From an optimization exercise on the open Yosys and OpenROAD flow, aimed at small area; shortcuts taken in it are not production practice.
The RTL was checked by simulation tests, not by an equivalence proof against the original design.
Power figures rest on the tool's default switching activity, not on a simulated workload.

<file path="flow/standard.sh">
#!/bin/bash
# synth_recipe.tcl (not shown) runs the flow's synth.tcl, then flattens the netlist and writes it again
# the make line also repeats each setting of config.mk as NAME=value (left out here)
make -C /OpenROAD-flow-scripts/flow DESIGN_CONFIG=/design/flow/config.mk WORK_HOME=/design/flow/orfs CLKGATE_MAP_FILE= SYNTH_SCRIPT=/design/flow/synth_recipe.tcl "${@:-finish}"
</file>
<file path="flow/config.mk">
export PLATFORM = sky130hd
export DESIGN_NAME = systolic_array
export DESIGN_NICKNAME = systolic_array
export VERILOG_FILES = /design/flow/design.v
export SDC_FILE = /design/flow/constraint.sdc
export NUM_CORES = 4
export LEC_CHECK = 0
export CAP_MARGIN = 20
export CORE_MARGIN = 2
export CORE_UTILIZATION = 40
export GPL_TIMING_DRIVEN = 0
export SLEW_MARGIN = 20
export SYNTH_HIERARCHICAL = 1
</file>
<file path="flow/design.v">
module pe_first (
    input clk,
    input rst,
    input [7:0] a_in,
    input [7:0] b_in,
    output reg [15:0] accum_out
);
  wire n1;
  wire ntwo3;
  wire ny0_0_5;
  wire ny0_1_7;
  wire ny0_2_9;
  wire ny0_3_11;
  wire ny0_4_13;
  wire ny0_5_15;
  wire ny0_6_17;
  wire ny0_7_19;
  wire p0_0_21;
  wire p0_1_23;
  wire p0_2_25;
  wire p0_3_27;
  wire p0_4_29;
  wire p0_5_31;
  wire p0_6_33;
  wire p0_7_35;
  wire p0_8_37;
  wire none39;
  wire neq41;
  wire ntwo43;
  wire negc45;
  wire ny1_0_47;
  wire ny1_1_49;
  wire ny1_2_51;
  wire ny1_3_53;
  wire ny1_4_55;
  wire ny1_5_57;
  wire ny1_6_59;
  wire ny1_7_61;
  wire p1_0_63;
  wire p1_1_65;
  wire p1_2_67;
  wire p1_3_69;
  wire p1_4_71;
  wire p1_5_73;
  wire p1_6_75;
  wire p1_7_77;
  wire p1_8_79;
  wire none81;
  wire neq83;
  wire ntwo85;
  wire negc87;
  wire ny2_0_89;
  wire ny2_1_91;
  wire ny2_2_93;
  wire ny2_3_95;
  wire ny2_4_97;
  wire ny2_5_99;
  wire ny2_6_101;
  wire ny2_7_103;
  wire p2_0_105;
  wire p2_1_107;
  wire p2_2_109;
  wire p2_3_111;
  wire p2_4_113;
  wire p2_5_115;
  wire p2_6_117;
  wire p2_7_119;
  wire p2_8_121;
  wire none123;
  wire neq125;
  wire ntwo127;
  wire negc129;
  wire ny3_0_131;
  wire ny3_1_133;
  wire ny3_2_135;
  wire ny3_3_137;
  wire ny3_4_139;
  wire ny3_5_141;
  wire ny3_6_143;
  wire ny3_7_145;
  wire p3_0_147;
  wire p3_1_149;
  wire p3_2_151;
  wire p3_3_153;
  wire p3_4_155;
  wire p3_5_157;
  wire p3_6_159;
  wire p3_7_161;
  wire p3_8_163;
  wire s165;
  wire c166;
  wire s168;
  wire c169;
  wire s171;
  wire c172;
  wire s174;
  wire c175;
  wire s177;
  wire c178;
  wire s180;
  wire c181;
  wire s183;
  wire c184;
  wire s186;
  wire c187;
  wire s189;
  wire c190;
  wire s192;
  wire c193;
  wire s195;
  wire c196;
  wire s198;
  wire k199;
  wire s202;
  wire c203;
  wire s205;
  wire c206;
  wire s208;
  wire c209;
  wire s211;
  wire k212;
  wire pn213;
  wire gn214;
  wire s219;
  wire c220;
  wire s222;
  wire c223;
  wire s225;
  wire c226;
  wire s228;
  wire k229;
  wire s232;
  wire c233;
  wire s235;
  wire c236;
  wire s238;
  wire c239;
  wire s242;
  wire k243;
  wire pn244;
  wire gn245;
  wire s250;
  wire c251;
  wire s253;
  wire c254;
  wire s256;
  wire c257;
  wire s260;
  wire k261;
  wire s264;
  wire c265;
  wire s267;
  wire c268;
  wire s270;
  wire k271;
  wire pn272;
  wire gn273;
  wire s278;
  wire c279;
  wire s281;
  wire c282;
  wire s285;
  wire k286;
  wire s289;
  wire c290;
  wire s292;
  wire k293;
  wire pn294;
  wire gn295;
  wire s300;
  wire c301;
  wire s304;
  wire k305;
  wire s308;
  wire k309;
  wire pn310;
  wire gn311;
  wire x316;
  c_inv g2 (.a(b_in[0]), .y(n1));
  c_nand2 g4 (.a(b_in[1]), .b(n1), .y(ntwo3));
  c_xnor2 g6 (.a(a_in[0]), .b(b_in[1]), .y(ny0_0_5));
  c_xnor2 g8 (.a(a_in[1]), .b(b_in[1]), .y(ny0_1_7));
  c_xnor2 g10 (.a(a_in[2]), .b(b_in[1]), .y(ny0_2_9));
  c_xnor2 g12 (.a(a_in[3]), .b(b_in[1]), .y(ny0_3_11));
  c_xnor2 g14 (.a(a_in[4]), .b(b_in[1]), .y(ny0_4_13));
  c_xnor2 g16 (.a(a_in[5]), .b(b_in[1]), .y(ny0_5_15));
  c_xnor2 g18 (.a(a_in[6]), .b(b_in[1]), .y(ny0_6_17));
  c_xnor2 g20 (.a(a_in[7]), .b(b_in[1]), .y(ny0_7_19));
  c_o22ai g22 (.a1(n1), .a2(ny0_0_5), .b1(ntwo3), .b2(b_in[0]), .y(p0_0_21));
  c_o22ai g24 (.a1(n1), .a2(ny0_1_7), .b1(ntwo3), .b2(ny0_0_5), .y(p0_1_23));
  c_o22ai g26 (.a1(n1), .a2(ny0_2_9), .b1(ntwo3), .b2(ny0_1_7), .y(p0_2_25));
  c_o22ai g28 (.a1(n1), .a2(ny0_3_11), .b1(ntwo3), .b2(ny0_2_9), .y(p0_3_27));
  c_o22ai g30 (.a1(n1), .a2(ny0_4_13), .b1(ntwo3), .b2(ny0_3_11), .y(p0_4_29));
  c_o22ai g32 (.a1(n1), .a2(ny0_5_15), .b1(ntwo3), .b2(ny0_4_13), .y(p0_5_31));
  c_o22ai g34 (.a1(n1), .a2(ny0_6_17), .b1(ntwo3), .b2(ny0_5_15), .y(p0_6_33));
  c_o22ai g36 (.a1(n1), .a2(ny0_7_19), .b1(ntwo3), .b2(ny0_6_17), .y(p0_7_35));
  c_a21o g38 (.a1(n1), .a2(ntwo3), .b1(ny0_7_19), .x(p0_8_37));
  c_xnor2 g40 (.a(b_in[2]), .b(b_in[1]), .y(none39));
  c_xor2 g42 (.a(b_in[3]), .b(b_in[2]), .y(neq41));
  c_nand2 g44 (.a(none39), .b(neq41), .y(ntwo43));
  c_a21boi g46 (.a1(b_in[2]), .a2(b_in[1]), .b1_n(b_in[3]), .y(negc45));
  c_xnor2 g48 (.a(a_in[0]), .b(b_in[3]), .y(ny1_0_47));
  c_xnor2 g50 (.a(a_in[1]), .b(b_in[3]), .y(ny1_1_49));
  c_xnor2 g52 (.a(a_in[2]), .b(b_in[3]), .y(ny1_2_51));
  c_xnor2 g54 (.a(a_in[3]), .b(b_in[3]), .y(ny1_3_53));
  c_xnor2 g56 (.a(a_in[4]), .b(b_in[3]), .y(ny1_4_55));
  c_xnor2 g58 (.a(a_in[5]), .b(b_in[3]), .y(ny1_5_57));
  c_xnor2 g60 (.a(a_in[6]), .b(b_in[3]), .y(ny1_6_59));
  c_xnor2 g62 (.a(a_in[7]), .b(b_in[3]), .y(ny1_7_61));
  c_o22ai g64 (.a1(none39), .a2(ny1_0_47), .b1(ntwo43), .b2(b_in[2]), .y(p1_0_63));
  c_o22ai g66 (.a1(none39), .a2(ny1_1_49), .b1(ntwo43), .b2(ny1_0_47), .y(p1_1_65));
  c_o22ai g68 (.a1(none39), .a2(ny1_2_51), .b1(ntwo43), .b2(ny1_1_49), .y(p1_2_67));
  c_o22ai g70 (.a1(none39), .a2(ny1_3_53), .b1(ntwo43), .b2(ny1_2_51), .y(p1_3_69));
  c_o22ai g72 (.a1(none39), .a2(ny1_4_55), .b1(ntwo43), .b2(ny1_3_53), .y(p1_4_71));
  c_o22ai g74 (.a1(none39), .a2(ny1_5_57), .b1(ntwo43), .b2(ny1_4_55), .y(p1_5_73));
  c_o22ai g76 (.a1(none39), .a2(ny1_6_59), .b1(ntwo43), .b2(ny1_5_57), .y(p1_6_75));
  c_o22ai g78 (.a1(none39), .a2(ny1_7_61), .b1(ntwo43), .b2(ny1_6_59), .y(p1_7_77));
  c_a21o g80 (.a1(none39), .a2(ntwo43), .b1(ny1_7_61), .x(p1_8_79));
  c_xnor2 g82 (.a(b_in[4]), .b(b_in[3]), .y(none81));
  c_xor2 g84 (.a(b_in[5]), .b(b_in[4]), .y(neq83));
  c_nand2 g86 (.a(none81), .b(neq83), .y(ntwo85));
  c_a21boi g88 (.a1(b_in[4]), .a2(b_in[3]), .b1_n(b_in[5]), .y(negc87));
  c_xnor2 g90 (.a(a_in[0]), .b(b_in[5]), .y(ny2_0_89));
  c_xnor2 g92 (.a(a_in[1]), .b(b_in[5]), .y(ny2_1_91));
  c_xnor2 g94 (.a(a_in[2]), .b(b_in[5]), .y(ny2_2_93));
  c_xnor2 g96 (.a(a_in[3]), .b(b_in[5]), .y(ny2_3_95));
  c_xnor2 g98 (.a(a_in[4]), .b(b_in[5]), .y(ny2_4_97));
  c_xnor2 g100 (.a(a_in[5]), .b(b_in[5]), .y(ny2_5_99));
  c_xnor2 g102 (.a(a_in[6]), .b(b_in[5]), .y(ny2_6_101));
  c_xnor2 g104 (.a(a_in[7]), .b(b_in[5]), .y(ny2_7_103));
  c_o22ai g106 (.a1(none81), .a2(ny2_0_89), .b1(ntwo85), .b2(b_in[4]), .y(p2_0_105));
  c_o22ai g108 (.a1(none81), .a2(ny2_1_91), .b1(ntwo85), .b2(ny2_0_89), .y(p2_1_107));
  c_o22ai g110 (.a1(none81), .a2(ny2_2_93), .b1(ntwo85), .b2(ny2_1_91), .y(p2_2_109));
  c_o22ai g112 (.a1(none81), .a2(ny2_3_95), .b1(ntwo85), .b2(ny2_2_93), .y(p2_3_111));
  c_o22ai g114 (.a1(none81), .a2(ny2_4_97), .b1(ntwo85), .b2(ny2_3_95), .y(p2_4_113));
  c_o22ai g116 (.a1(none81), .a2(ny2_5_99), .b1(ntwo85), .b2(ny2_4_97), .y(p2_5_115));
  c_o22ai g118 (.a1(none81), .a2(ny2_6_101), .b1(ntwo85), .b2(ny2_5_99), .y(p2_6_117));
  c_o22ai g120 (.a1(none81), .a2(ny2_7_103), .b1(ntwo85), .b2(ny2_6_101), .y(p2_7_119));
  c_a21o g122 (.a1(none81), .a2(ntwo85), .b1(ny2_7_103), .x(p2_8_121));
  c_xnor2 g124 (.a(b_in[6]), .b(b_in[5]), .y(none123));
  c_xor2 g126 (.a(b_in[7]), .b(b_in[6]), .y(neq125));
  c_nand2 g128 (.a(none123), .b(neq125), .y(ntwo127));
  c_a21boi g130 (.a1(b_in[6]), .a2(b_in[5]), .b1_n(b_in[7]), .y(negc129));
  c_xnor2 g132 (.a(a_in[0]), .b(b_in[7]), .y(ny3_0_131));
  c_xnor2 g134 (.a(a_in[1]), .b(b_in[7]), .y(ny3_1_133));
  c_xnor2 g136 (.a(a_in[2]), .b(b_in[7]), .y(ny3_2_135));
  c_xnor2 g138 (.a(a_in[3]), .b(b_in[7]), .y(ny3_3_137));
  c_xnor2 g140 (.a(a_in[4]), .b(b_in[7]), .y(ny3_4_139));
  c_xnor2 g142 (.a(a_in[5]), .b(b_in[7]), .y(ny3_5_141));
  c_xnor2 g144 (.a(a_in[6]), .b(b_in[7]), .y(ny3_6_143));
  c_xnor2 g146 (.a(a_in[7]), .b(b_in[7]), .y(ny3_7_145));
  c_o22ai g148 (.a1(none123), .a2(ny3_0_131), .b1(ntwo127), .b2(b_in[6]), .y(p3_0_147));
  c_o22ai g150 (.a1(none123), .a2(ny3_1_133), .b1(ntwo127), .b2(ny3_0_131), .y(p3_1_149));
  c_o22ai g152 (.a1(none123), .a2(ny3_2_135), .b1(ntwo127), .b2(ny3_1_133), .y(p3_2_151));
  c_o22ai g154 (.a1(none123), .a2(ny3_3_137), .b1(ntwo127), .b2(ny3_2_135), .y(p3_3_153));
  c_o22ai g156 (.a1(none123), .a2(ny3_4_139), .b1(ntwo127), .b2(ny3_3_137), .y(p3_4_155));
  c_o22ai g158 (.a1(none123), .a2(ny3_5_141), .b1(ntwo127), .b2(ny3_4_139), .y(p3_5_157));
  c_o22ai g160 (.a1(none123), .a2(ny3_6_143), .b1(ntwo127), .b2(ny3_5_141), .y(p3_6_159));
  c_o22ai g162 (.a1(none123), .a2(ny3_7_145), .b1(ntwo127), .b2(ny3_6_143), .y(p3_7_161));
  c_a21o g164 (.a1(none123), .a2(ntwo127), .b1(ny3_7_145), .x(p3_8_163));
  c_ha g167 (.a(b_in[1]), .b(p0_0_21), .s(s165), .c(c166));
  c_ha g170 (.a(p0_1_23), .b(c166), .s(s168), .c(c169));
  c_fa g173 (.a(negc45), .b(p0_2_25), .ci(p1_0_63), .s(s171), .c(c172));
  c_ha g176 (.a(c169), .b(s171), .s(s174), .c(c175));
  c_fa g179 (.a(p0_3_27), .b(p1_1_65), .ci(c172), .s(s177), .c(c178));
  c_ha g182 (.a(c175), .b(s177), .s(s180), .c(c181));
  c_fa g185 (.a(negc87), .b(p0_4_29), .ci(p1_2_67), .s(s183), .c(c184));
  c_fa g188 (.a(p2_0_105), .b(s183), .ci(c178), .s(s186), .c(c187));
  c_ha g191 (.a(c181), .b(s186), .s(s189), .c(c190));
  c_fa g194 (.a(p0_5_31), .b(p1_3_69), .ci(p2_1_107), .s(s192), .c(c193));
  c_fa g197 (.a(c184), .b(s192), .ci(c187), .s(s195), .c(c196));
  c_xor2 g200 (.a(s195), .b(c190), .y(s198));
  c_nand2 g201 (.a(s195), .b(c190), .y(k199));
  c_ha g204 (.a(negc129), .b(p0_6_33), .s(s202), .c(c203));
  c_fa g207 (.a(p1_4_71), .b(p2_2_109), .ci(p3_0_147), .s(s205), .c(c206));
  c_fa g210 (.a(s202), .b(c193), .ci(s205), .s(s208), .c(c209));
  c_xnor2 g215 (.a(s208), .b(c196), .y(pn213));
  c_nand2 g216 (.a(s208), .b(c196), .y(gn214));
  c_xor2 g217 (.a(pn213), .b(k199), .y(s211));
  c_o21ai g218 (.a1(pn213), .a2(k199), .b1(gn214), .y(k212));
  c_fa g221 (.a(p0_7_35), .b(c203), .ci(p1_5_73), .s(s219), .c(c220));
  c_fa g224 (.a(p2_3_111), .b(p3_1_149), .ci(c206), .s(s222), .c(c223));
  c_fa g227 (.a(s219), .b(c209), .ci(s222), .s(s225), .c(c226));
  c_xor2 g230 (.a(s225), .b(k212), .y(s228));
  c_nand2 g231 (.a(s225), .b(k212), .y(k229));
  c_fa g234 (.a(p0_8_37), .b(p1_6_75), .ci(p2_4_113), .s(s232), .c(c233));
  c_fa g237 (.a(p3_2_151), .b(c220), .ci(s232), .s(s235), .c(c236));
  c_xnor2 g240 (.a(c223), .b(s235), .y(s238));
  c_or2 g241 (.a(c223), .b(s235), .y(c239));
  c_xnor2 g246 (.a(s238), .b(c226), .y(pn244));
  c_nand2 g247 (.a(s238), .b(c226), .y(gn245));
  c_xor2 g248 (.a(pn244), .b(k229), .y(s242));
  c_o21ai g249 (.a1(pn244), .a2(k229), .b1(gn245), .y(k243));
  c_fa g252 (.a(p1_7_77), .b(p2_5_115), .ci(p3_3_153), .s(s250), .c(c251));
  c_fa g255 (.a(c233), .b(s250), .ci(c236), .s(s253), .c(c254));
  c_xnor2 g258 (.a(c239), .b(s253), .y(s256));
  c_or2 g259 (.a(c239), .b(s253), .y(c257));
  c_xor2 g262 (.a(s256), .b(k243), .y(s260));
  c_nand2 g263 (.a(s256), .b(k243), .y(k261));
  c_fa g266 (.a(p1_8_79), .b(p2_6_117), .ci(p3_4_155), .s(s264), .c(c265));
  c_fa g269 (.a(c251), .b(s264), .ci(c254), .s(s267), .c(c268));
  c_xnor2 g274 (.a(c257), .b(s267), .y(pn272));
  c_nand2 g275 (.a(c257), .b(s267), .y(gn273));
  c_xor2 g276 (.a(pn272), .b(k261), .y(s270));
  c_o21ai g277 (.a1(pn272), .a2(k261), .b1(gn273), .y(k271));
  c_fa g280 (.a(p2_7_119), .b(p3_5_157), .ci(c265), .s(s278), .c(c279));
  c_xnor2 g283 (.a(s278), .b(c268), .y(s281));
  c_or2 g284 (.a(s278), .b(c268), .y(c282));
  c_xor2 g287 (.a(s281), .b(k271), .y(s285));
  c_nand2 g288 (.a(s281), .b(k271), .y(k286));
  c_fa g291 (.a(p2_8_121), .b(p3_6_159), .ci(c279), .s(s289), .c(c290));
  c_xnor2 g296 (.a(s289), .b(c282), .y(pn294));
  c_nand2 g297 (.a(s289), .b(c282), .y(gn295));
  c_xor2 g298 (.a(pn294), .b(k286), .y(s292));
  c_o21ai g299 (.a1(pn294), .a2(k286), .b1(gn295), .y(k293));
  c_xnor2 g302 (.a(p3_7_161), .b(c290), .y(s300));
  c_or2 g303 (.a(p3_7_161), .b(c290), .y(c301));
  c_xor2 g306 (.a(s300), .b(k293), .y(s304));
  c_nand2 g307 (.a(s300), .b(k293), .y(k305));
  c_xnor2 g312 (.a(p3_8_163), .b(c301), .y(pn310));
  c_nand2 g313 (.a(p3_8_163), .b(c301), .y(gn311));
  c_xor2 g314 (.a(pn310), .b(k305), .y(s308));
  c_o21ai g315 (.a1(pn310), .a2(k305), .b1(gn311), .y(k309));
  c_inv g317 (.a(k309), .y(x316));
  wire [15:0] sum = {x316, s308, s304, s292, s285, s270, s260, s242, s228, s211, s198, s189, s180, s174, s168, s165};
  always @(posedge clk or posedge rst) begin
    if (rst)
      accum_out <= 16'd0;
    else
      accum_out <= sum;
  end
endmodule
module pe_acc (
    input clk,
    input rst,
    input [7:0] a_in,
    input [7:0] b_in,
    input [15:0] accum_in,
    output reg [15:0] accum_out
);
  wire n1;
  wire ntwo3;
  wire ny0_0_5;
  wire ny0_1_7;
  wire ny0_2_9;
  wire ny0_3_11;
  wire ny0_4_13;
  wire ny0_5_15;
  wire ny0_6_17;
  wire ny0_7_19;
  wire p0_0_21;
  wire p0_1_23;
  wire p0_2_25;
  wire p0_3_27;
  wire p0_4_29;
  wire p0_5_31;
  wire p0_6_33;
  wire p0_7_35;
  wire p0_8_37;
  wire none39;
  wire neq41;
  wire ntwo43;
  wire negc45;
  wire ny1_0_47;
  wire ny1_1_49;
  wire ny1_2_51;
  wire ny1_3_53;
  wire ny1_4_55;
  wire ny1_5_57;
  wire ny1_6_59;
  wire ny1_7_61;
  wire p1_0_63;
  wire p1_1_65;
  wire p1_2_67;
  wire p1_3_69;
  wire p1_4_71;
  wire p1_5_73;
  wire p1_6_75;
  wire p1_7_77;
  wire p1_8_79;
  wire none81;
  wire neq83;
  wire ntwo85;
  wire negc87;
  wire ny2_0_89;
  wire ny2_1_91;
  wire ny2_2_93;
  wire ny2_3_95;
  wire ny2_4_97;
  wire ny2_5_99;
  wire ny2_6_101;
  wire ny2_7_103;
  wire p2_0_105;
  wire p2_1_107;
  wire p2_2_109;
  wire p2_3_111;
  wire p2_4_113;
  wire p2_5_115;
  wire p2_6_117;
  wire p2_7_119;
  wire p2_8_121;
  wire none123;
  wire neq125;
  wire ntwo127;
  wire negc129;
  wire ny3_0_131;
  wire ny3_1_133;
  wire ny3_2_135;
  wire ny3_3_137;
  wire ny3_4_139;
  wire ny3_5_141;
  wire ny3_6_143;
  wire ny3_7_145;
  wire p3_0_147;
  wire p3_1_149;
  wire p3_2_151;
  wire p3_3_153;
  wire p3_4_155;
  wire p3_5_157;
  wire p3_6_159;
  wire p3_7_161;
  wire p3_8_163;
  wire s165;
  wire c166;
  wire s168;
  wire c169;
  wire s171;
  wire c172;
  wire s174;
  wire c175;
  wire s177;
  wire c178;
  wire s180;
  wire c181;
  wire s183;
  wire c184;
  wire s186;
  wire c187;
  wire s189;
  wire c190;
  wire s192;
  wire c193;
  wire s195;
  wire c196;
  wire s198;
  wire k199;
  wire p200;
  wire g201;
  wire s205;
  wire c206;
  wire s208;
  wire c209;
  wire s211;
  wire c212;
  wire s214;
  wire k215;
  wire pn216;
  wire gn217;
  wire s222;
  wire c223;
  wire s225;
  wire c226;
  wire s228;
  wire c229;
  wire s231;
  wire k232;
  wire p233;
  wire g234;
  wire s238;
  wire c239;
  wire s241;
  wire c242;
  wire s244;
  wire c245;
  wire s247;
  wire s249;
  wire k250;
  wire pn251;
  wire gn252;
  wire s257;
  wire c258;
  wire s260;
  wire c261;
  wire s263;
  wire c264;
  wire s266;
  wire c267;
  wire s270;
  wire k271;
  wire s274;
  wire c275;
  wire s277;
  wire c278;
  wire s280;
  wire c281;
  wire s283;
  wire k284;
  wire pn285;
  wire gn286;
  wire s291;
  wire c292;
  wire s294;
  wire c295;
  wire s297;
  wire c298;
  wire s301;
  wire k302;
  wire s305;
  wire c306;
  wire s308;
  wire c309;
  wire s311;
  wire k312;
  wire pn313;
  wire gn314;
  wire s319;
  wire c320;
  wire s322;
  wire c323;
  wire s326;
  wire k327;
  wire s330;
  wire c331;
  wire s333;
  wire k334;
  wire pn335;
  wire gn336;
  wire x341;
  wire x343;
  c_inv g2 (.a(b_in[0]), .y(n1));
  c_nand2 g4 (.a(b_in[1]), .b(n1), .y(ntwo3));
  c_xnor2 g6 (.a(a_in[0]), .b(b_in[1]), .y(ny0_0_5));
  c_xnor2 g8 (.a(a_in[1]), .b(b_in[1]), .y(ny0_1_7));
  c_xnor2 g10 (.a(a_in[2]), .b(b_in[1]), .y(ny0_2_9));
  c_xnor2 g12 (.a(a_in[3]), .b(b_in[1]), .y(ny0_3_11));
  c_xnor2 g14 (.a(a_in[4]), .b(b_in[1]), .y(ny0_4_13));
  c_xnor2 g16 (.a(a_in[5]), .b(b_in[1]), .y(ny0_5_15));
  c_xnor2 g18 (.a(a_in[6]), .b(b_in[1]), .y(ny0_6_17));
  c_xnor2 g20 (.a(a_in[7]), .b(b_in[1]), .y(ny0_7_19));
  c_o22ai g22 (.a1(n1), .a2(ny0_0_5), .b1(ntwo3), .b2(b_in[0]), .y(p0_0_21));
  c_o22ai g24 (.a1(n1), .a2(ny0_1_7), .b1(ntwo3), .b2(ny0_0_5), .y(p0_1_23));
  c_o22ai g26 (.a1(n1), .a2(ny0_2_9), .b1(ntwo3), .b2(ny0_1_7), .y(p0_2_25));
  c_o22ai g28 (.a1(n1), .a2(ny0_3_11), .b1(ntwo3), .b2(ny0_2_9), .y(p0_3_27));
  c_o22ai g30 (.a1(n1), .a2(ny0_4_13), .b1(ntwo3), .b2(ny0_3_11), .y(p0_4_29));
  c_o22ai g32 (.a1(n1), .a2(ny0_5_15), .b1(ntwo3), .b2(ny0_4_13), .y(p0_5_31));
  c_o22ai g34 (.a1(n1), .a2(ny0_6_17), .b1(ntwo3), .b2(ny0_5_15), .y(p0_6_33));
  c_o22ai g36 (.a1(n1), .a2(ny0_7_19), .b1(ntwo3), .b2(ny0_6_17), .y(p0_7_35));
  c_a21o g38 (.a1(n1), .a2(ntwo3), .b1(ny0_7_19), .x(p0_8_37));
  c_xnor2 g40 (.a(b_in[2]), .b(b_in[1]), .y(none39));
  c_xor2 g42 (.a(b_in[3]), .b(b_in[2]), .y(neq41));
  c_nand2 g44 (.a(none39), .b(neq41), .y(ntwo43));
  c_a21boi g46 (.a1(b_in[2]), .a2(b_in[1]), .b1_n(b_in[3]), .y(negc45));
  c_xnor2 g48 (.a(a_in[0]), .b(b_in[3]), .y(ny1_0_47));
  c_xnor2 g50 (.a(a_in[1]), .b(b_in[3]), .y(ny1_1_49));
  c_xnor2 g52 (.a(a_in[2]), .b(b_in[3]), .y(ny1_2_51));
  c_xnor2 g54 (.a(a_in[3]), .b(b_in[3]), .y(ny1_3_53));
  c_xnor2 g56 (.a(a_in[4]), .b(b_in[3]), .y(ny1_4_55));
  c_xnor2 g58 (.a(a_in[5]), .b(b_in[3]), .y(ny1_5_57));
  c_xnor2 g60 (.a(a_in[6]), .b(b_in[3]), .y(ny1_6_59));
  c_xnor2 g62 (.a(a_in[7]), .b(b_in[3]), .y(ny1_7_61));
  c_o22ai g64 (.a1(none39), .a2(ny1_0_47), .b1(ntwo43), .b2(b_in[2]), .y(p1_0_63));
  c_o22ai g66 (.a1(none39), .a2(ny1_1_49), .b1(ntwo43), .b2(ny1_0_47), .y(p1_1_65));
  c_o22ai g68 (.a1(none39), .a2(ny1_2_51), .b1(ntwo43), .b2(ny1_1_49), .y(p1_2_67));
  c_o22ai g70 (.a1(none39), .a2(ny1_3_53), .b1(ntwo43), .b2(ny1_2_51), .y(p1_3_69));
  c_o22ai g72 (.a1(none39), .a2(ny1_4_55), .b1(ntwo43), .b2(ny1_3_53), .y(p1_4_71));
  c_o22ai g74 (.a1(none39), .a2(ny1_5_57), .b1(ntwo43), .b2(ny1_4_55), .y(p1_5_73));
  c_o22ai g76 (.a1(none39), .a2(ny1_6_59), .b1(ntwo43), .b2(ny1_5_57), .y(p1_6_75));
  c_o22ai g78 (.a1(none39), .a2(ny1_7_61), .b1(ntwo43), .b2(ny1_6_59), .y(p1_7_77));
  c_a21o g80 (.a1(none39), .a2(ntwo43), .b1(ny1_7_61), .x(p1_8_79));
  c_xnor2 g82 (.a(b_in[4]), .b(b_in[3]), .y(none81));
  c_xor2 g84 (.a(b_in[5]), .b(b_in[4]), .y(neq83));
  c_nand2 g86 (.a(none81), .b(neq83), .y(ntwo85));
  c_a21boi g88 (.a1(b_in[4]), .a2(b_in[3]), .b1_n(b_in[5]), .y(negc87));
  c_xnor2 g90 (.a(a_in[0]), .b(b_in[5]), .y(ny2_0_89));
  c_xnor2 g92 (.a(a_in[1]), .b(b_in[5]), .y(ny2_1_91));
  c_xnor2 g94 (.a(a_in[2]), .b(b_in[5]), .y(ny2_2_93));
  c_xnor2 g96 (.a(a_in[3]), .b(b_in[5]), .y(ny2_3_95));
  c_xnor2 g98 (.a(a_in[4]), .b(b_in[5]), .y(ny2_4_97));
  c_xnor2 g100 (.a(a_in[5]), .b(b_in[5]), .y(ny2_5_99));
  c_xnor2 g102 (.a(a_in[6]), .b(b_in[5]), .y(ny2_6_101));
  c_xnor2 g104 (.a(a_in[7]), .b(b_in[5]), .y(ny2_7_103));
  c_o22ai g106 (.a1(none81), .a2(ny2_0_89), .b1(ntwo85), .b2(b_in[4]), .y(p2_0_105));
  c_o22ai g108 (.a1(none81), .a2(ny2_1_91), .b1(ntwo85), .b2(ny2_0_89), .y(p2_1_107));
  c_o22ai g110 (.a1(none81), .a2(ny2_2_93), .b1(ntwo85), .b2(ny2_1_91), .y(p2_2_109));
  c_o22ai g112 (.a1(none81), .a2(ny2_3_95), .b1(ntwo85), .b2(ny2_2_93), .y(p2_3_111));
  c_o22ai g114 (.a1(none81), .a2(ny2_4_97), .b1(ntwo85), .b2(ny2_3_95), .y(p2_4_113));
  c_o22ai g116 (.a1(none81), .a2(ny2_5_99), .b1(ntwo85), .b2(ny2_4_97), .y(p2_5_115));
  c_o22ai g118 (.a1(none81), .a2(ny2_6_101), .b1(ntwo85), .b2(ny2_5_99), .y(p2_6_117));
  c_o22ai g120 (.a1(none81), .a2(ny2_7_103), .b1(ntwo85), .b2(ny2_6_101), .y(p2_7_119));
  c_a21o g122 (.a1(none81), .a2(ntwo85), .b1(ny2_7_103), .x(p2_8_121));
  c_xnor2 g124 (.a(b_in[6]), .b(b_in[5]), .y(none123));
  c_xor2 g126 (.a(b_in[7]), .b(b_in[6]), .y(neq125));
  c_nand2 g128 (.a(none123), .b(neq125), .y(ntwo127));
  c_a21boi g130 (.a1(b_in[6]), .a2(b_in[5]), .b1_n(b_in[7]), .y(negc129));
  c_xnor2 g132 (.a(a_in[0]), .b(b_in[7]), .y(ny3_0_131));
  c_xnor2 g134 (.a(a_in[1]), .b(b_in[7]), .y(ny3_1_133));
  c_xnor2 g136 (.a(a_in[2]), .b(b_in[7]), .y(ny3_2_135));
  c_xnor2 g138 (.a(a_in[3]), .b(b_in[7]), .y(ny3_3_137));
  c_xnor2 g140 (.a(a_in[4]), .b(b_in[7]), .y(ny3_4_139));
  c_xnor2 g142 (.a(a_in[5]), .b(b_in[7]), .y(ny3_5_141));
  c_xnor2 g144 (.a(a_in[6]), .b(b_in[7]), .y(ny3_6_143));
  c_xnor2 g146 (.a(a_in[7]), .b(b_in[7]), .y(ny3_7_145));
  c_o22ai g148 (.a1(none123), .a2(ny3_0_131), .b1(ntwo127), .b2(b_in[6]), .y(p3_0_147));
  c_o22ai g150 (.a1(none123), .a2(ny3_1_133), .b1(ntwo127), .b2(ny3_0_131), .y(p3_1_149));
  c_o22ai g152 (.a1(none123), .a2(ny3_2_135), .b1(ntwo127), .b2(ny3_1_133), .y(p3_2_151));
  c_o22ai g154 (.a1(none123), .a2(ny3_3_137), .b1(ntwo127), .b2(ny3_2_135), .y(p3_3_153));
  c_o22ai g156 (.a1(none123), .a2(ny3_4_139), .b1(ntwo127), .b2(ny3_3_137), .y(p3_4_155));
  c_o22ai g158 (.a1(none123), .a2(ny3_5_141), .b1(ntwo127), .b2(ny3_4_139), .y(p3_5_157));
  c_o22ai g160 (.a1(none123), .a2(ny3_6_143), .b1(ntwo127), .b2(ny3_5_141), .y(p3_6_159));
  c_o22ai g162 (.a1(none123), .a2(ny3_7_145), .b1(ntwo127), .b2(ny3_6_143), .y(p3_7_161));
  c_a21o g164 (.a1(none123), .a2(ntwo127), .b1(ny3_7_145), .x(p3_8_163));
  c_fa g167 (.a(accum_in[0]), .b(b_in[1]), .ci(p0_0_21), .s(s165), .c(c166));
  c_fa g170 (.a(accum_in[1]), .b(p0_1_23), .ci(c166), .s(s168), .c(c169));
  c_fa g173 (.a(accum_in[2]), .b(negc45), .ci(p0_2_25), .s(s171), .c(c172));
  c_fa g176 (.a(p1_0_63), .b(s171), .ci(c169), .s(s174), .c(c175));
  c_fa g179 (.a(accum_in[3]), .b(p0_3_27), .ci(p1_1_65), .s(s177), .c(c178));
  c_fa g182 (.a(c172), .b(s177), .ci(c175), .s(s180), .c(c181));
  c_fa g185 (.a(accum_in[4]), .b(negc87), .ci(p0_4_29), .s(s183), .c(c184));
  c_fa g188 (.a(p1_2_67), .b(p2_0_105), .ci(s183), .s(s186), .c(c187));
  c_fa g191 (.a(c178), .b(s186), .ci(c181), .s(s189), .c(c190));
  c_fa g194 (.a(accum_in[5]), .b(p0_5_31), .ci(p1_3_69), .s(s192), .c(c193));
  c_fa g197 (.a(p2_1_107), .b(c184), .ci(s192), .s(s195), .c(c196));
  c_ha g202 (.a(c187), .b(s195), .s(p200), .c(g201));
  c_xor2 g203 (.a(p200), .b(c190), .y(s198));
  c_a21oi g204 (.a1(p200), .a2(c190), .b1(g201), .y(k199));
  c_fa g207 (.a(accum_in[6]), .b(negc129), .ci(p0_6_33), .s(s205), .c(c206));
  c_fa g210 (.a(p1_4_71), .b(p2_2_109), .ci(p3_0_147), .s(s208), .c(c209));
  c_fa g213 (.a(s205), .b(c193), .ci(s208), .s(s211), .c(c212));
  c_xnor2 g218 (.a(c196), .b(s211), .y(pn216));
  c_nand2 g219 (.a(c196), .b(s211), .y(gn217));
  c_xor2 g220 (.a(pn216), .b(k199), .y(s214));
  c_o21ai g221 (.a1(pn216), .a2(k199), .b1(gn217), .y(k215));
  c_fa g224 (.a(accum_in[7]), .b(p0_7_35), .ci(p1_5_73), .s(s222), .c(c223));
  c_fa g227 (.a(p2_3_111), .b(p3_1_149), .ci(c206), .s(s225), .c(c226));
  c_fa g230 (.a(c209), .b(s222), .ci(s225), .s(s228), .c(c229));
  c_ha g235 (.a(c212), .b(s228), .s(p233), .c(g234));
  c_xor2 g236 (.a(p233), .b(k215), .y(s231));
  c_a21oi g237 (.a1(p233), .a2(k215), .b1(g234), .y(k232));
  c_fa g240 (.a(accum_in[8]), .b(p0_8_37), .ci(p1_6_75), .s(s238), .c(c239));
  c_fa g243 (.a(p2_4_113), .b(p3_2_151), .ci(c223), .s(s241), .c(c242));
  c_fa g246 (.a(s238), .b(c226), .ci(s241), .s(s244), .c(c245));
  c_inv g248 (.a(s244), .y(s247));
  c_xnor2 g253 (.a(c229), .b(s247), .y(pn251));
  c_nand2 g254 (.a(c229), .b(s247), .y(gn252));
  c_xor2 g255 (.a(pn251), .b(k232), .y(s249));
  c_o21ai g256 (.a1(pn251), .a2(k232), .b1(gn252), .y(k250));
  c_fa g259 (.a(accum_in[9]), .b(p1_7_77), .ci(p2_5_115), .s(s257), .c(c258));
  c_fa g262 (.a(p3_3_153), .b(c239), .ci(s257), .s(s260), .c(c261));
  c_fa g265 (.a(c242), .b(s260), .ci(c245), .s(s263), .c(c264));
  c_xnor2 g268 (.a(s244), .b(s263), .y(s266));
  c_or2 g269 (.a(s244), .b(s263), .y(c267));
  c_xor2 g272 (.a(s266), .b(k250), .y(s270));
  c_nand2 g273 (.a(s266), .b(k250), .y(k271));
  c_fa g276 (.a(accum_in[10]), .b(p1_8_79), .ci(p2_6_117), .s(s274), .c(c275));
  c_fa g279 (.a(p3_4_155), .b(c258), .ci(s274), .s(s277), .c(c278));
  c_fa g282 (.a(c261), .b(s277), .ci(c264), .s(s280), .c(c281));
  c_xnor2 g287 (.a(c267), .b(s280), .y(pn285));
  c_nand2 g288 (.a(c267), .b(s280), .y(gn286));
  c_xor2 g289 (.a(pn285), .b(k271), .y(s283));
  c_o21ai g290 (.a1(pn285), .a2(k271), .b1(gn286), .y(k284));
  c_fa g293 (.a(accum_in[11]), .b(p2_7_119), .ci(p3_5_157), .s(s291), .c(c292));
  c_fa g296 (.a(c275), .b(s291), .ci(c278), .s(s294), .c(c295));
  c_xnor2 g299 (.a(s294), .b(c281), .y(s297));
  c_or2 g300 (.a(s294), .b(c281), .y(c298));
  c_xor2 g303 (.a(s297), .b(k284), .y(s301));
  c_nand2 g304 (.a(s297), .b(k284), .y(k302));
  c_fa g307 (.a(accum_in[12]), .b(p2_8_121), .ci(p3_6_159), .s(s305), .c(c306));
  c_fa g310 (.a(c292), .b(s305), .ci(c295), .s(s308), .c(c309));
  c_xnor2 g315 (.a(s308), .b(c298), .y(pn313));
  c_nand2 g316 (.a(s308), .b(c298), .y(gn314));
  c_xor2 g317 (.a(pn313), .b(k302), .y(s311));
  c_o21ai g318 (.a1(pn313), .a2(k302), .b1(gn314), .y(k312));
  c_fa g321 (.a(accum_in[13]), .b(p3_7_161), .ci(c306), .s(s319), .c(c320));
  c_xnor2 g324 (.a(s319), .b(c309), .y(s322));
  c_or2 g325 (.a(s319), .b(c309), .y(c323));
  c_xor2 g328 (.a(s322), .b(k312), .y(s326));
  c_nand2 g329 (.a(s322), .b(k312), .y(k327));
  c_fa g332 (.a(accum_in[14]), .b(p3_8_163), .ci(c320), .s(s330), .c(c331));
  c_xnor2 g337 (.a(s330), .b(c323), .y(pn335));
  c_nand2 g338 (.a(s330), .b(c323), .y(gn336));
  c_xor2 g339 (.a(pn335), .b(k327), .y(s333));
  c_o21ai g340 (.a1(pn335), .a2(k327), .b1(gn336), .y(k334));
  c_xnor2 g342 (.a(accum_in[15]), .b(c331), .y(x341));
  c_xor2 g344 (.a(x341), .b(k334), .y(x343));
  wire [15:0] sum = {x343, s333, s326, s311, s301, s283, s270, s249, s231, s214, s198, s189, s180, s174, s168, s165};
  always @(posedge clk or posedge rst) begin
    if (rst)
      accum_out <= 16'd0;
    else
      accum_out <= sum;
  end
endmodule
module c_inv (input a, output y);
  assign y = ~a;
endmodule
module c_and2 (input a, input b, output y);
  assign y = a & b;
endmodule
module c_nand2 (input a, input b, output y);
  assign y = ~(a & b);
endmodule
module c_nor2 (input a, input b, output y);
  assign y = ~(a | b);
endmodule
module c_or2 (input a, input b, output y);
  assign y = a | b;
endmodule
module c_xor2 (input a, input b, output y);
  assign y = a ^ b;
endmodule
module c_xnor2 (input a, input b, output y);
  assign y = ~(a ^ b);
endmodule
module c_a21oi (input a1, input a2, input b1, output y);
  assign y = ~((a1 & a2) | b1);
endmodule
module c_o21ai (input a1, input a2, input b1, output y);
  assign y = ~((a1 | a2) & b1);
endmodule
module c_a22oi (input a1, input a2, input b1, input b2, output y);
  assign y = ~((a1 & a2) | (b1 & b2));
endmodule
module c_o22ai (input a1, input a2, input b1, input b2, output y);
  assign y = ~((a1 | a2) & (b1 | b2));
endmodule
module c_a21o (input a1, input a2, input b1, output x);
  assign x = (a1 & a2) | b1;
endmodule
module c_a21boi (input a1, input a2, input b1_n, output y);
  assign y = ~((a1 & a2) | ~b1_n);
endmodule
module c_ha (input a, input b, output s, output c);
  assign s = a ^ b;
  assign c = a & b;
endmodule
module c_fa (input a, input b, input ci, output s, output c);
  assign s = a ^ b ^ ci;
  assign c = (a & b) | (a & ci) | (b & ci);
endmodule
module systolic_array #(parameter DATA_WIDTH = 8, SIZE = 4) (
    input clk,
    input rst,
    input [DATA_WIDTH*SIZE*SIZE-1:0] a_in,
    input [DATA_WIDTH*SIZE*SIZE-1:0] b_in,
    output [2*DATA_WIDTH*SIZE*SIZE-1:0] result
);
wire [2*DATA_WIDTH-1:0] accum [0:SIZE-1][0:SIZE-1];
generate
    genvar i, j;
    for (i = 0; i < SIZE; i = i + 1) begin : row
        for (j = 0; j < SIZE; j = j + 1) begin : col
            if (i == 0) begin : first
                pe_first pe (
                    .clk(clk), .rst(rst),
                    .a_in(a_in[(i * SIZE + j) * DATA_WIDTH +: DATA_WIDTH]),
                    .b_in(b_in[(i * SIZE + j) * DATA_WIDTH +: DATA_WIDTH]),
                    .accum_out(accum[i][j])
                );
            end else begin : rest
                pe_acc pe (
                    .clk(clk), .rst(rst),
                    .a_in(a_in[(i * SIZE + j) * DATA_WIDTH +: DATA_WIDTH]),
                    .b_in(b_in[(i * SIZE + j) * DATA_WIDTH +: DATA_WIDTH]),
                    .accum_in(accum[i-1][j]),
                    .accum_out(accum[i][j])
                );
            end
            assign result[(i * SIZE + j) * 2 * DATA_WIDTH +: 2 * DATA_WIDTH] = accum[i][j];
        end
    end
endgenerate
endmodule
</file>
<file path="flow/constraint.sdc">
create_clock -name core_clock -period 6.5 [get_ports {clk}]
set_input_delay 1.3000 -clock core_clock [delete_from_list [all_inputs] [get_ports {clk}]]
set_output_delay 1.3000 -clock core_clock [all_outputs]
set_load 0.01 [all_outputs]
</file>
<file path="flow/flow/run.sh">
#!/bin/bash
# Layout flow: the standard ORFS flow (standard.sh), with
#  - the AOI21, AOI22 and AOI21B gates that synthesis sized to drive strength 2 set back to
#    the smallest drive strength (same function; timing repair may upsize them again),
#  - the port buffers made from the smallest buffer cell (buf_1) instead of
#    the default delay buffer, and
#  - clock tree synthesis with small clusters of clkbuf_4 and no dummy loads.
# Each tool's full output is in the ORFS logs under orfs/logs/; the make
# output is in synth.log and standard.log.
set -euo pipefail
export BUFFER_PORTS_ARGS="-buffer_cell sky130_fd_sc_hd__buf_1"
export CTS_ARGS="-sink_clustering_enable -repair_clock_nets -dont_use_dummy_load -sink_clustering_size 10 -sink_clustering_max_diameter 60 -buf_list {sky130_fd_sc_hd__clkbuf_4}"
RES=orfs/results/sky130hd/systolic_array/base
bash standard.sh synth > synth.log 2>&1
sed -i -e "s/sky130_fd_sc_hd__a21oi_2 /sky130_fd_sc_hd__a21oi_1 /" -e "s/sky130_fd_sc_hd__a22oi_2 /sky130_fd_sc_hd__a22oi_1 /" -e "s/sky130_fd_sc_hd__a21boi_2 /sky130_fd_sc_hd__a21boi_0 /" $RES/1_2_yosys.v
rm -f $RES/1_synth.odb $RES/1_synth.sdc
bash standard.sh > standard.log 2>&1
</file>
==> impl_metrics.sql <==
INSERT INTO impl_metrics (metric_group, metric, value, unit) VALUES
('status', 'status', 'finished clean', ''),
('worst_setup_path', 'worst_path_max_delay_cell', 'sky130_fd_sc_hd__xnor2_1', ''),
('die', 'fp-row-count', '100', ''),
('drt', 'routed_wirelength', '80860', 'µm'),
('timing', 'maxSlewHeadroom', '40.93', '%'),
('drt', 'post_drt_via_cell_ratio', '5.222', ''),
('worst_setup_path', 'critPathMaxFanout', '12', ''),
('die', 'initial_core_util', '40.47', '%'),
('cts', 'cts_made_buffers', '41', ''),
('placed_design', 'dp_hpwl', '70210', 'µm'),
('cts', 'cts_setup_buffers', '0', ''),
('synthesis', 'synth.yosys.warnings', '9', ''),
('placed_design', 'gpl.final_weighted_congestion', '0.9367', ''),
('die', 'core_area', '74450', 'µm²'),
('worst_setup_path', 'path_class', 'input port to register', ''),
('cts', 'clock_tree.htree_level_count', '2', ''),
('synthesis', 'synth.largest_area_cell', 'sky130_fd_sc_hd__fa_1', ''),
('worst_setup_path', 'worst_ep_required_time', '7200', 'ps'),
('synthesis', 'ys_area', '30400', 'µm²'),
('timing', 'slew_violations', '0', ''),
('drt', 'route.vias.total', '22200', ''),
('cells_and_area', 'layout.cell_area.non_filler', '33620', 'µm²'),
('worst_setup_path', 'critPathCapture', 'row[3].col[3].rest.pe.accum_out[15]$_DFF_PP0_', ''),
('cells_and_area', 'drive_above_1_share', '1.315', '%'),
('cts', 'postCtsResizedCells', '0', ''),
('placed_design', 'port-buffer-count', '513', ''),
('drt', 'drt_pass1_iterations', '7', ''),
('synthesis', 'synth_cells', '2716', ''),
('synthesis', 'syn_avg_cell_area', '11.09', 'µm²'),
('global_route', 'track_usage', '20.71', '%'),
('drt', 'detail_route.wl_per_cell', '19.02', 'µm'),
('timing', 'grt_setup_unrepaired', 'false', ''),
('worst_setup_path', 'setup.worst_path.start', 'b_in[121]', ''),
('global_route', 'via_count_of_the_first_global_routing_pass', '22340', ''),
('worst_setup_path', 'cpPeakStageDelay', '830', 'ps'),
('worst_setup_path', 'critical_path_at', '6330', 'ps'),
('timing', 'timing.setup.tns', '0', 'ps'),
('die', 'die_width', '278.5', 'µm'),
('synthesis', 'synth_top_cells_by_area', 'sky130_fd_sc_hd__fa_1, sky130_fd_sc_hd__dfrtp_1, sky130_fd_sc_hd__xnor2_1', ''),
('die', 'top_level_ports', '514', ''),
('worst_setup_path', 'critical_r2r_capture', 'row[3].col[2].rest.pe.accum_out[15]$_DFF_PP0_', ''),
('run', 'maxCapViolations', '0', ''),
('timing', 'report.final.hold_viol_count', '0', ''),
('worst_setup_path', 'worst-r2r-cell-count', '16', ''),
('die', 'die_height', '278.5', 'µm'),
('timing', 'period_needed', '5627', 'ps'),
('synthesis', 'synth_seq_cells', '256', ''),
('placed_design', 'dpl-instance-area', '33290', 'µm²'),
('timing', 'layout_worst_path_cycle_share', '86.56', '%'),
('power', 'p_leak', '12.29', 'nW'),
('cts', 'root_buffer', 'sky130_fd_sc_hd__clkbuf_4', ''),
('synthesis', 'net_count_after_synthesis', '3482', ''),
('cts', 'cts.path.max_buffers', '3', ''),
('cts', 'hold_buffers', '0', ''),
('worst_setup_path', 'cp_common_cell', 'sky130_fd_sc_hd__fa_1', ''),
('drt', 'route.antenna.remaining_nets', '0', ''),
('global_route', 'wire_length_of_the_first_global_routing_pass', '126600', 'µm'),
('cells_and_area', 'final_nets', '4039', ''),
('power', 'peakVddDrop', '0.2909', 'mV'),
('global_route', 'pin_count_of_the_biggest_net_entering_global_routing', '17', ''),
('hold_path', 'worstHoldPathType', 'register to register', ''),
('cells_and_area', 'filler_cell_count', '7200', ''),
('synthesis', 'yosysSeqAreaShare', '21.07', '%'),
('cts', 'clock_latency', '760', 'ps'),
('synthesis', 'synth_top_area_share', '30.29', '%'),
('worst_setup_path', 'worst_setup_path_end_kind', 'register', ''),
('timing', 'skew', '86.84', 'ps'),
('timing', 'max_slew.worst_pin.slew', '879.7', 'ps'),
('die', 'die_area', '77530', 'µm²'),
('synthesis', 'ys_types', '13', ''),
('cts', 'tritoncts', 'done', '');
through the flow:
step           hold WS [ps]  utilization [%]  setup WS (ps)  total power, mW  instances
5_1_grt               598.8            45.16          570.7            23.94       4251
2_1_floorplan         603.7                -           1331            16.95       2716
3_3_place_gp          554.4            44.69          243.7            20.35       4198
4_1_cts               581.6            45.13           1046            21.63       4240
3_5_place_dp          558.0            44.71          199.5            20.69       4199
6_report              577.3            45.16          873.5            21.29       4251
area by class of cell:
type	instances	area (µm²)	share of cell area [%]
inverter	48	180.2	0.5359
tap	969	1212	3.606
timing repair buffer	514	1947	5.790
clock buffer	41	307.8	0.9154
sequential	256	6406	19.05
multi-input combinational	2412	23540	70.02
antenna	11	27.53	0.08187
cell usage after synthesis (all sizes together):
cell type,count
xnor2,704
o22ai,512
fa,460
dfrtp,256
xor2,220
nand2,200
o21ai,80
a21o,64
or2,52
a21boi,48
ha,48
inv,48
a21oi,24
how the worst min path moves through the flow:
stage | to | slack, ps | cells after the start
final | row[3].col[1].rest.pe.accum_out[15]$_DFF_PP0_ | 580 | 2
after global routing | row[3].col[1].rest.pe.accum_out[15]$_DFF_PP0_ | 600 | 2
after CTS | row[3].col[2].rest.pe.accum_out[0]$_DFF_PP0_ | 580 | 1
after detailed placement | row[3].col[2].rest.pe.accum_out[0]$_DFF_PP0_ | 560 | 1
after global placement | row[3].col[2].rest.pe.accum_out[1]$_DFF_PP0_ | 550 | 1
after floorplan | row[1].col[0].rest.pe.accum_out[0]$_DFF_PP0_ | 600 | 1
Yosys stat by module (local to each module, per instance), excerpt:
module    cell area [µm²]  copies in the design  cells  flops+latches
c_fa                20.02                   460      1              0
pe_first            404.1                     4     17             16
c_o21ai             5.005                    80      1              0
c_ha                12.51                    48      1              0
c_a21oi             8.758                    24      1              0
c_a21boi            11.26                    48      1              0
c_or2               6.256                    52      1              0
cell usage in the layout (no fill, tap or decap):
cell type | netlist | final
sky130_fd_sc_hd__fa_1 | 460 | 460
sky130_fd_sc_hd__inv_1 | 48 | 48
sky130_fd_sc_hd__ha_1 | 48 | 48
sky130_fd_sc_hd__a21o_1 | 64 | 64
sky130_fd_sc_hd__xor2_1 | 220 | 220
sky130_fd_sc_hd__dfrtp_1 | 256 | 256
sky130_fd_sc_hd__diode_2 | 0 | 11
sky130_fd_sc_hd__o22ai_1 | 512 | 512
sky130_fd_sc_hd__or2_1 | 52 | 52
sky130_fd_sc_hd__a21boi_0 | 0 | 48
sky130_fd_sc_hd__a21oi_1 | 0 | 24
sky130_fd_sc_hd__clkbuf_4 | 0 | 41
sky130_fd_sc_hd__buf_12 | 0 | 1
sky130_fd_sc_hd__buf_1 | 0 | 512
sky130_fd_sc_hd__nand2_1 | 200 | 200
sky130_fd_sc_hd__xnor2_1 | 704 | 704
sky130_fd_sc_hd__buf_2 | 0 | 1
sky130_fd_sc_hd__o21ai_1 | 80 | 80
critical path, delay by kind of cell:
family	cells	cell delay, ps
buf+inv	1	320
simple gates	3	670
fa+ha+maj	5	1950
compound gates	4	910
xor+xnor	3	1150
layer usage:
layer	track usage [%]	part of all wire, %	vias up
li1	-	-	10680
met1	29.49	46	10810
met2	32.67	46	598
met3	3.173	5.2	102
met4	6.245	2.6	10
met5	0	0.084	-
logic make-up after synthesis:
| logic type | Yosys count | share of synthesized area (%) |
|---|---|---|
| adders and majority gates | 508 | 32.27 |
| and+or+nand+nor | 252 | 3.540 |
| buffers and inverters | 48 | 0.5927 |
| AOI/OAI and AO/OA | 728 | 15.90 |
| xor gates and xnor gates | 924 | 26.62 |
| DFF | 256 | 21.07 |
where the power goes:
group	leakage [nW]	total, mW	internal [mW]	switching [mW]
Sequential	2.99	3.74	2.92	0.819
Clock	0.189	0.852	0.288	0.564
Combinational	9.11	16.7	7.52	9.18
sequential cells by signal (all words and copies together) (netlist names):
register and flops:
row.col.rest.pe.accum_out 192, row.col.first.pe.accum_out 64

## what the ideal ports hide
Ports are ideal in the flow. The routed layout listed here was re-timed in OpenROAD. Step 1 (the two cells are an assumption about what drives the block):
set clk [get_ports {clk}]
set_driving_cell -lib_cell sky130_fd_sc_hd__clkbuf_16 $clk
set_driving_cell -lib_cell sky130_fd_sc_hd__buf_2 [delete_from_list [all_inputs] $clk]
Step 2, shift: input delay + t, output delay - t, t = (earliest + latest rising clock arrival at the registers) / 2. This alone moves slack from input paths to output paths. Slacks: ideal ports / drivers / drivers and shift; pairs: ideal ports / drivers.
t, ns: 0.774
setup slack, ns: 0.873 / 0.905 / 0.130
slew at the worst register clock pin (ns): 0.11 / 0.11
After both steps setup and hold are still met in this run. For this run, drivers alone change the setup slack by +0.032 ns; drivers and shift together by -0.743 ns.
